Background: an optimization exercise with open tools, aiming at small area, a short achievable clock period and few clock cycles. Do not read the settings as production practice. In this exercise RTL edits were held to simulation tests only and were not proved equivalent to the original.

==> inputs of branch garnet <==
==> flow/design.v <==
module core #(                              
	parameter ADDR_W = 32,
	parameter INST_W = 32,
	parameter DATA_W = 32
)(
	input                   i_clk,
	input                   i_rst_n,
	output     [ ADDR_W-1 : 0 ] o_i_addr,
	input      [ INST_W-1 : 0 ] i_i_inst,
	output reg                  o_d_wen,
	output     [ ADDR_W-1 : 0 ] o_d_addr,
	output     [ DATA_W-1 : 0 ] o_d_wdata,
	input      [ DATA_W-1 : 0 ] i_d_rdata,
	output reg [    1 : 0 ] o_status,
	output reg              o_status_valid
);
reg  [9:0]  pc_f;           
reg  [9:0]  pc_on;          
reg  [9:0]  pc_d;           
reg  [10:0] d_pc4;          
reg         d_valid;
reg  [9:0]  nxt_r;          
reg         stopped;        
reg         x_valid;
reg         x_ok_t, x_ok_n;  
reg         p_br, p_taken;   
reg  [31:0] x_a, x_b;
reg  [15:0] x_imm;
reg  [4:0]  x_rd;
reg         x_wr, x_lw, x_sw, x_eof, x_itype;
reg         x_add, x_sub, x_addu, x_subu, x_and, x_or, x_nor, x_slt;
reg         x_br, x_beq;
reg  [9:0]  x_tgt, x_pc4;
reg         x_oor_t, x_oor_n;
reg         x_sm_a, x_sw_a, x_sb_a, x_sr_a;
reg         x_sm_b, x_sw_b, x_sb_b, x_sr_b, x_si_b;
reg  [31:0] m_res;
reg  [4:0]  m_rd;
reg         m_valid, m_wr, m_lw;
reg         m_eof, m_oor, m_itype;
reg         m_sgn, m_addu, m_subu, m_aerr, m_a31, m_b31, m_c32;
reg  [5:0]  d_addr;
reg  [31:0] w_res;
reg  [4:0]  w_rd;
reg         w_wen, w_lw;
reg  [31:0] b_res;
reg         pend2;
reg  [31:0] rf [0:31];
reg  [31:0]   rfv;
assign o_i_addr  = {22'd0, ~pc_on};
assign o_d_addr  = {24'd0, d_addr, 2'b00};
assign o_d_wdata = m_res;
wire x_live = x_valid & ~stopped & (p_br ? (p_taken ? x_ok_t : x_ok_n) : x_ok_n);
wire m_err  = m_sgn & (m_a31 == m_b31) & (m_res[31] != m_a31)
            | m_addu & m_c32
            | m_subu & ~m_c32
            | m_aerr;
wire m_stop = m_valid & (m_err | m_eof | m_oor);
wire m_wen  = m_valid & m_wr;
wire [3:0]  op   = i_i_inst[29:26];
wire [4:0]  rs   = i_i_inst[25:21];
wire [4:0]  rt   = i_i_inst[20:16];
wire [4:0]  rdf  = i_i_inst[15:11];
wire [15:0] imm  = i_i_inst[15:0];
wire d_add  = (op == 4'd1);
wire d_sub  = (op == 4'd2);
wire d_addu = (op == 4'd3);
wire d_subu = (op == 4'd4);
wire d_addi = (op == 4'd5);
wire d_lw   = (op == 4'd6);
wire d_sw   = (op == 4'd7);
wire d_and  = (op == 4'd8);
wire d_or   = (op == 4'd9);
wire d_nor  = (op == 4'd10);
wire d_beq  = (op == 4'd11);
wire d_bne  = (op == 4'd12);
wire d_slt  = (op == 4'd13);
wire d_eof  = (op == 4'd14);
wire d_rtype  = d_add | d_sub | d_addu | d_subu | d_and | d_or | d_nor | d_slt;
wire d_br     = d_beq | d_bne;
wire d_use_rs = ~d_eof;
wire d_use_rt = d_rtype | d_sw | d_br;
wire d_wr     = d_rtype | d_addi | d_lw;
wire [4:0] d_rd = d_rtype ? rdf : rt;
wire [31:0] rd_rs = rf[rs];
wire [31:0] rd_rt = rf[rt];
wire [31:0] w_data = w_lw ? i_d_rdata : w_res;
wire m_hit_s = m_wen & (m_rd == rs);
wire m_hit_t = m_wen & (m_rd == rt);
wire w_hit_s = w_wen & (w_rd == rs);
wire w_hit_t = w_wen & (w_rd == rt);
wire x_hit_s = x_live & x_wr & (x_rd == rs);
wire x_hit_t = x_live & x_wr & (x_rd == rt);
wire ml_s    = m_wen & m_lw & (m_rd == rs);
wire ml_t    = m_wen & m_lw & (m_rd == rt);
wire hz_s  = d_use_rs & ((x_hit_s & x_lw) | ml_s);
wire hz_t  = d_use_rt & ((x_hit_t & x_lw) | ml_t);
wire stall = hz_s | hz_t;
wire [16:0] tgt    = {6'd0, d_pc4} + {1'b0, imm};
wire        same   = (rs == rt);
wire        guess  = d_br & (d_beq ? same : ~same);
wire [31:0] xa = ({32{x_sm_a}} & m_res) | ({32{x_sw_a}} & w_res)
               | ({32{x_sb_a}} & b_res) | ({32{x_sr_a}} & x_a);
wire [31:0] xb = ({32{x_sm_b}} & m_res) | ({32{x_sw_b}} & w_res)
               | ({32{x_sb_b}} & b_res) | ({32{x_sr_b}} & x_b)
               | ({32{x_si_b}} & {{16{x_imm[15]}}, x_imm});
wire        x_inv = x_sub | x_subu | x_slt;
wire [31:0] bop   = xb ^ {32{x_inv}};
wire [33:0] sum2  = {1'b0, xa, 1'b1} + {1'b0, bop, x_inv};
wire [32:0] sum   = sum2[33:1];
wire        sovf  = (xa[31] == bop[31]) & (sum[31] != xa[31]);
wire        lt    = (xa[31] != xb[31]) ? xa[31] : sum[31];
wire [8:0]  alo   = {1'b0, xa[7:0]} + {1'b0, x_imm[7:0]};
wire [31:0] bz    = {16'd0, x_imm};
wire [31:0] axb   = xa ^ bz;
wire [31:0] aob   = xa | bz;
wire        a_ok  = (axb[8] == alo[8]) & (axb[31:9] == aob[30:8]);
wire x_aerr = (x_lw | x_sw) & ~a_ok;
wire [31:0] x_lres = ({32{x_and}} & (xa & xb)) | ({32{x_or}} & (xa | xb))
                   | ({32{x_nor}} & ~(xa | xb)) | ({32{x_sw}} & xb);
wire        x_sel_sum = x_add | x_sub | x_addu | x_subu;
wire [31:0] x_res  = x_sel_sum ? sum[31:0] : x_slt ? {31'd0, lt} : x_lres;
wire       eq     = (xa == xb);
wire       taken  = x_beq ? eq : ~eq;    
wire       x_oor  = x_br & (taken ? x_oor_t : x_oor_n);
wire       xb_live = x_live & x_br;
wire       dq_tgt  = (pc_d == x_tgt);
wire       dq_pc4  = (pc_d == x_pc4);
wire       dq_nxr  = (pc_d == nxt_r);
wire       dr_n    = d_valid & (x_live ? dq_pc4 : dq_nxr);
wire       dr_t    = d_valid & (x_live ? (x_br ? dq_tgt : dq_pc4) : dq_nxr);
wire [9:0] pc_f4   = pc_f + 10'd4;
wire [9:0] d_fdiff = pc_f - d_pc4[9:0];
wire       fq_tgt  = (imm[9:0] == d_fdiff);
wire       fq_pc4  = (pc_f == d_pc4[9:0]);
wire       fq_pcd  = (pc_f == pc_d);
wire       fq_xtgt = (pc_f == x_tgt);
wire       fq_xpc4 = (pc_f == x_pc4);
wire       fq_nxr  = (pc_f == nxt_r);
wire [9:0] nf_a    = guess ? (fq_tgt ? pc_f4 : tgt[9:0]) : (fq_pc4 ? pc_f4 : d_pc4[9:0]);
wire [9:0] nf_b    = fq_pcd ? pc_f4 : pc_d;
wire [9:0] nf_d    = stall ? nf_b : nf_a;
wire [9:0] nf_cn   = ~x_live ? (fq_nxr ? pc_f4 : nxt_r) : (fq_xpc4 ? pc_f4 : x_pc4);
wire [9:0] nf_ct   = ~x_live ? (fq_nxr ? pc_f4 : nxt_r)
                   : x_br ? (fq_xtgt ? pc_f4 : x_tgt) : (fq_xpc4 ? pc_f4 : x_pc4);
wire [9:0] nf_n    = dr_n ? nf_d : nf_cn;
wire [9:0] nf_t    = dr_t ? nf_d : nf_ct;
wire [9:0] nf      = taken ? nf_t : nf_n;
wire [9:0] nxt     = ~x_live ? nxt_r : (x_br & taken) ? x_tgt : x_pc4;
always @(posedge i_clk or negedge i_rst_n) begin
	if (!i_rst_n) begin
		pc_f    <= 10'd0;
		pc_on   <= 10'h3ff;
		pc_d    <= 10'd0;
		d_pc4   <= 11'd4;
		d_valid <= 1'b0;
		nxt_r   <= 10'd0;
		stopped <= 1'b0;
		x_valid <= 1'b0;
		p_br    <= 1'b0;
		m_valid <= 1'b0;
		w_wen   <= 1'b0;
		o_d_wen <= 1'b0;
		o_status_valid <= 1'b0;
		pend2   <= 1'b0;
	end else begin
		stopped <= stopped | m_stop;
		pc_f    <= nf;
		pc_on   <= ~nf;
		pc_d    <= pc_f;
		d_pc4   <= {1'b0, pc_f} + 11'd4;
		d_valid <= 1'b1;
		nxt_r   <= nxt;
		x_valid <= d_valid & ~stall;
		p_br    <= xb_live;
		m_valid <= x_live & ~m_stop;
		w_wen   <= m_wen & ~m_err;
		o_d_wen <= x_live & x_sw & ~x_aerr & ~m_stop;
		o_status_valid <= m_valid | pend2;
		pend2   <= m_valid & m_oor;
	end
end
always @(posedge i_clk) begin
	x_ok_t  <= dr_t;
	x_ok_n  <= dr_n;
	p_taken <= taken;
	x_a     <= rd_rs;
	x_b     <= rd_rt;
	x_imm   <= imm;
	x_rd    <= d_rd;
	x_wr    <= d_wr;
	x_lw    <= d_lw;
	x_sw    <= d_sw;
	x_eof   <= d_eof;
	x_itype <= d_addi | d_lw | d_sw | d_br;
	x_add   <= d_add | d_addi;
	x_sub   <= d_sub;
	x_addu  <= d_addu;
	x_subu  <= d_subu;
	x_and   <= d_and;
	x_or    <= d_or;
	x_nor   <= d_nor;
	x_slt   <= d_slt;
	x_br    <= d_br;
	x_beq   <= d_beq;
	x_tgt   <= tgt[9:0];
	x_pc4   <= d_pc4[9:0];
	x_oor_t <= (tgt[16:10] != 7'd0);
	x_oor_n <= d_pc4[10];
	x_sm_a  <= x_hit_s;
	x_sw_a  <= ~x_hit_s & m_hit_s;
	x_sb_a  <= ~x_hit_s & ~m_hit_s & w_hit_s;
	x_sr_a  <= ~x_hit_s & ~m_hit_s & ~w_hit_s & rfv[rs];
	x_sm_b  <= ~d_addi & x_hit_t;
	x_sw_b  <= ~d_addi & ~x_hit_t & m_hit_t;
	x_sb_b  <= ~d_addi & ~x_hit_t & ~m_hit_t & w_hit_t;
	x_sr_b  <= ~d_addi & ~x_hit_t & ~m_hit_t & ~w_hit_t & rfv[rt];
	x_si_b  <= d_addi;
	m_res   <= x_res;
	m_rd    <= x_rd;
	m_wr    <= x_wr;
	m_lw    <= x_lw;
	m_eof   <= x_eof;
	m_oor   <= x_oor;
	m_itype <= x_itype;
	m_sgn   <= x_add | x_sub;
	m_addu  <= x_addu;
	m_subu  <= x_subu;
	m_aerr  <= x_aerr;
	m_a31   <= xa[31];
	m_b31   <= bop[31];
	m_c32   <= sum[32];
	d_addr  <= alo[7:2];
	w_res   <= m_res;
	w_rd    <= m_rd;
	w_lw    <= m_lw;
	b_res   <= w_data;
	o_status <= ~m_valid ? 2'd2 : m_err ? 2'd2 : m_eof ? 2'd3 : {1'b0, m_itype};
end
always @(posedge i_clk) begin
	if (w_wen) rf[w_rd] <= w_data;
end
always @(posedge i_clk or negedge i_rst_n) begin
	if (!i_rst_n) rfv <= 32'd0;
	else if (w_wen) rfv[w_rd] <= 1'b1;
end
endmodule
==> flow/flow/run.sh <==
#!/bin/bash
# Standard ORFS layout (the standard.sh) with:
#  - repair_timing asked to leave extra setup slack, so the design runs well
#    below the clock period;
#  - port buffers of a small fast cell (buf_2) rather than the default pick.
# Clock tree sink clusters are set in config.mk.
# make's own output goes to flow_make.log; ORFS keeps each step's log under orfs/logs.
set -euo pipefail
bash standard.sh SETUP_SLACK_MARGIN=8.3 \
  "BUFFER_PORTS_ARGS=-buffer_cell sky130_fd_sc_hd__buf_2" \
  finish > flow_make.log 2>&1
==> flow/standard.sh <==
#!/bin/bash
# synth_recipe.tcl (not shown) runs the flow's synth.tcl, then flattens the netlist and writes it again
# the make line also repeats each setting of config.mk as NAME=value (left out here)
make -C /OpenROAD-flow-scripts/flow DESIGN_CONFIG=/design/flow/config.mk WORK_HOME=/design/flow/orfs CLKGATE_MAP_FILE= SYNTH_SCRIPT=/design/flow/synth_recipe.tcl "${@:-finish}"
==> flow/config.mk <==
export PLATFORM = sky130hd
export DESIGN_NAME = core
export DESIGN_NICKNAME = core
export VERILOG_FILES = /design/flow/design.v
export SDC_FILE = /design/flow/constraint.sdc
export NUM_CORES = 4
export LEC_CHECK = 0
export ABC_CLOCK_PERIOD_IN_PS = 4000
export CAP_MARGIN = 20
export CORE_MARGIN = 2
export CORE_UTILIZATION = 40
export CTS_CLUSTER_DIAMETER = 80
export CTS_CLUSTER_SIZE = 20
export PLACE_DENSITY = 0.72
export SLEW_MARGIN = 20
==> flow/constraint.sdc <==
create_clock -name core_clock -period 12.0 [get_ports {i_clk}]
set_input_delay 2.4000 -clock core_clock [delete_from_list [all_inputs] [get_ports {i_clk}]]
set_output_delay 2.4000 -clock core_clock [all_outputs]
set_load 0.01 [all_outputs]
==> branch quartz (differences from branch garnet) <==
--- a/flow/design.v
+++ b/flow/design.v
@@ -16,5 +16,4 @@
 );
 reg  [9:0]  pc_f;           
-reg  [9:0]  pc_on;          
 reg  [9:0]  pc_d;           
 reg  [10:0] d_pc4;          
@@ -48,5 +47,5 @@
 reg  [31:0] rf [0:31];
 reg  [31:0]   rfv;
-assign o_i_addr  = {22'd0, ~pc_on};
+assign o_i_addr  = {22'd0, pc_f};
 assign o_d_addr  = {24'd0, d_addr, 2'b00};
 assign o_d_wdata = m_res;
@@ -121,6 +120,6 @@
 wire        x_sel_sum = x_add | x_sub | x_addu | x_subu;
 wire [31:0] x_res  = x_sel_sum ? sum[31:0] : x_slt ? {31'd0, lt} : x_lres;
-wire       eq     = (xa == xb);
-wire       taken  = x_beq ? eq : ~eq;    
+wire       taken;
+core_brcmp u_brcmp (.a(xa), .b(xb), .beq(x_beq), .taken(taken));
 wire       x_oor  = x_br & (taken ? x_oor_t : x_oor_n);
 wire       xb_live = x_live & x_br;
@@ -131,6 +130,5 @@
 wire       dr_t    = d_valid & (x_live ? (x_br ? dq_tgt : dq_pc4) : dq_nxr);
 wire [9:0] pc_f4   = pc_f + 10'd4;
-wire [9:0] d_fdiff = pc_f - d_pc4[9:0];
-wire       fq_tgt  = (imm[9:0] == d_fdiff);
+wire       fq_tgt  = (imm[9:0] == 10'd0);
 wire       fq_pc4  = (pc_f == d_pc4[9:0]);
 wire       fq_pcd  = (pc_f == pc_d);
@@ -146,10 +144,10 @@
 wire [9:0] nf_n    = dr_n ? nf_d : nf_cn;
 wire [9:0] nf_t    = dr_t ? nf_d : nf_ct;
-wire [9:0] nf      = taken ? nf_t : nf_n;
+wire [9:0] nf;
+core_pcsel u_pcsel (.taken(taken), .t(nf_t), .n(nf_n), .pc(nf));
 wire [9:0] nxt     = ~x_live ? nxt_r : (x_br & taken) ? x_tgt : x_pc4;
 always @(posedge i_clk or negedge i_rst_n) begin
 	if (!i_rst_n) begin
 		pc_f    <= 10'd0;
-		pc_on   <= 10'h3ff;
 		pc_d    <= 10'd0;
 		d_pc4   <= 11'd4;
@@ -167,5 +165,4 @@
 		stopped <= stopped | m_stop;
 		pc_f    <= nf;
-		pc_on   <= ~nf;
 		pc_d    <= pc_f;
 		d_pc4   <= {1'b0, pc_f} + 11'd4;
@@ -246,2 +243,19 @@
 end
 endmodule
+module core_brcmp (
+	input  [31:0] a,
+	input  [31:0] b,
+	input         beq,
+	output        taken
+);
+wire eq = (a == b);
+assign taken = beq ? eq : ~eq;
+endmodule
+module core_pcsel (
+	input        taken,
+	input  [9:0] t,
+	input  [9:0] n,
+	output [9:0] pc
+);
+assign pc = taken ? t : n;
+endmodule
--- a/flow/flow/run.sh
+++ b/flow/flow/run.sh
@@ -7,5 +7,5 @@
 # make's own output goes to flow_make.log; ORFS keeps each step's log under orfs/logs.
 set -euo pipefail
-bash standard.sh SETUP_SLACK_MARGIN=8.3 \
+bash standard.sh SETUP_SLACK_MARGIN=7.9 \
   "BUFFER_PORTS_ARGS=-buffer_cell sky130_fd_sc_hd__buf_2" \
   finish > flow_make.log 2>&1
Settings changed: PLACE_DENSITY 0.72 to default, SYNTH_HIERARCHICAL from default to 1.
==> summary.txt <==
Run status: branch quartz finished clean; branch garnet finished clean
Layout net count: branch quartz 4017; branch garnet 4360
Worst-margin pin slew: branch quartz 1123 ps; branch garnet 1227 ps
Layout cell share with drive strength beyond 1: branch quartz 31.07%; branch garnet 35.16%
Count of flip-flops and latches: branch quartz 1365; branch garnet 1375
Worst vdd ir: branch quartz 0.1172 mV; branch garnet 0.2045 mV
Buffers outside the clock class: branch quartz 244; branch garnet 365
Starting density of the core: branch quartz 40.36%; branch garnet 40.23%
Count of placed standard cells in the final layout, fillers left out: branch quartz 6112; branch garnet 6413
Setup slack of the critical path after layout: branch quartz 7861 ps; branch garnet 7671 ps
Arithmetic-cell share of the synthesized area counting full adders, half adders and majority gates: branch quartz 1.283%; branch garnet 2.630%
Number of post-CTS setup repair buffers: branch quartz 15; branch garnet 46
Average routed wire per standard cell: branch quartz 32.53 um; branch garnet 33.29 um
Number of distinct library cell variants in the gate-level netlist after synthesis: branch quartz 82; branch garnet 79
Testbench counts of branch garnet, summed over its fixed seeds: cycles 39,776.
Testbench counts of branch quartz, summed over its fixed seeds: cycles 39,787.

[port drivers added, routing unchanged]
In the flow no input, the clock included, has a driving cell. The finished layouts below were timed again as built, in two steps. Step 1 sets driving cells, clkbuf_16 on the clock port and buf_2 on the other inputs (assumed; they add their load-dependent delay and slew). Step 2 times the ports against the registers' clock, not the clock port: input delays grow and output delays shrink by t, the midpoint of the rising clock arrivals with the driver on. a / b / c = ideal / step 1 / step 2; a / b = the first two.
| run | t, ns | slack for setup (ns) | worst setup path after step 2 | worst slew at a driven data input, ns |
|---|---|---|---|---|
| branch garnet | 0.800 | 7.671 / 7.591 / 6.791 | input to register | 0.27 |
| branch quartz | 0.788 | 7.861 / 7.687 / 6.898 | input to register | 0.40 |
After both steps setup and hold are still met in every run listed. For branch quartz, which loses most, drivers alone change the setup slack by -0.174 ns; drivers and shift together by -0.963 ns.
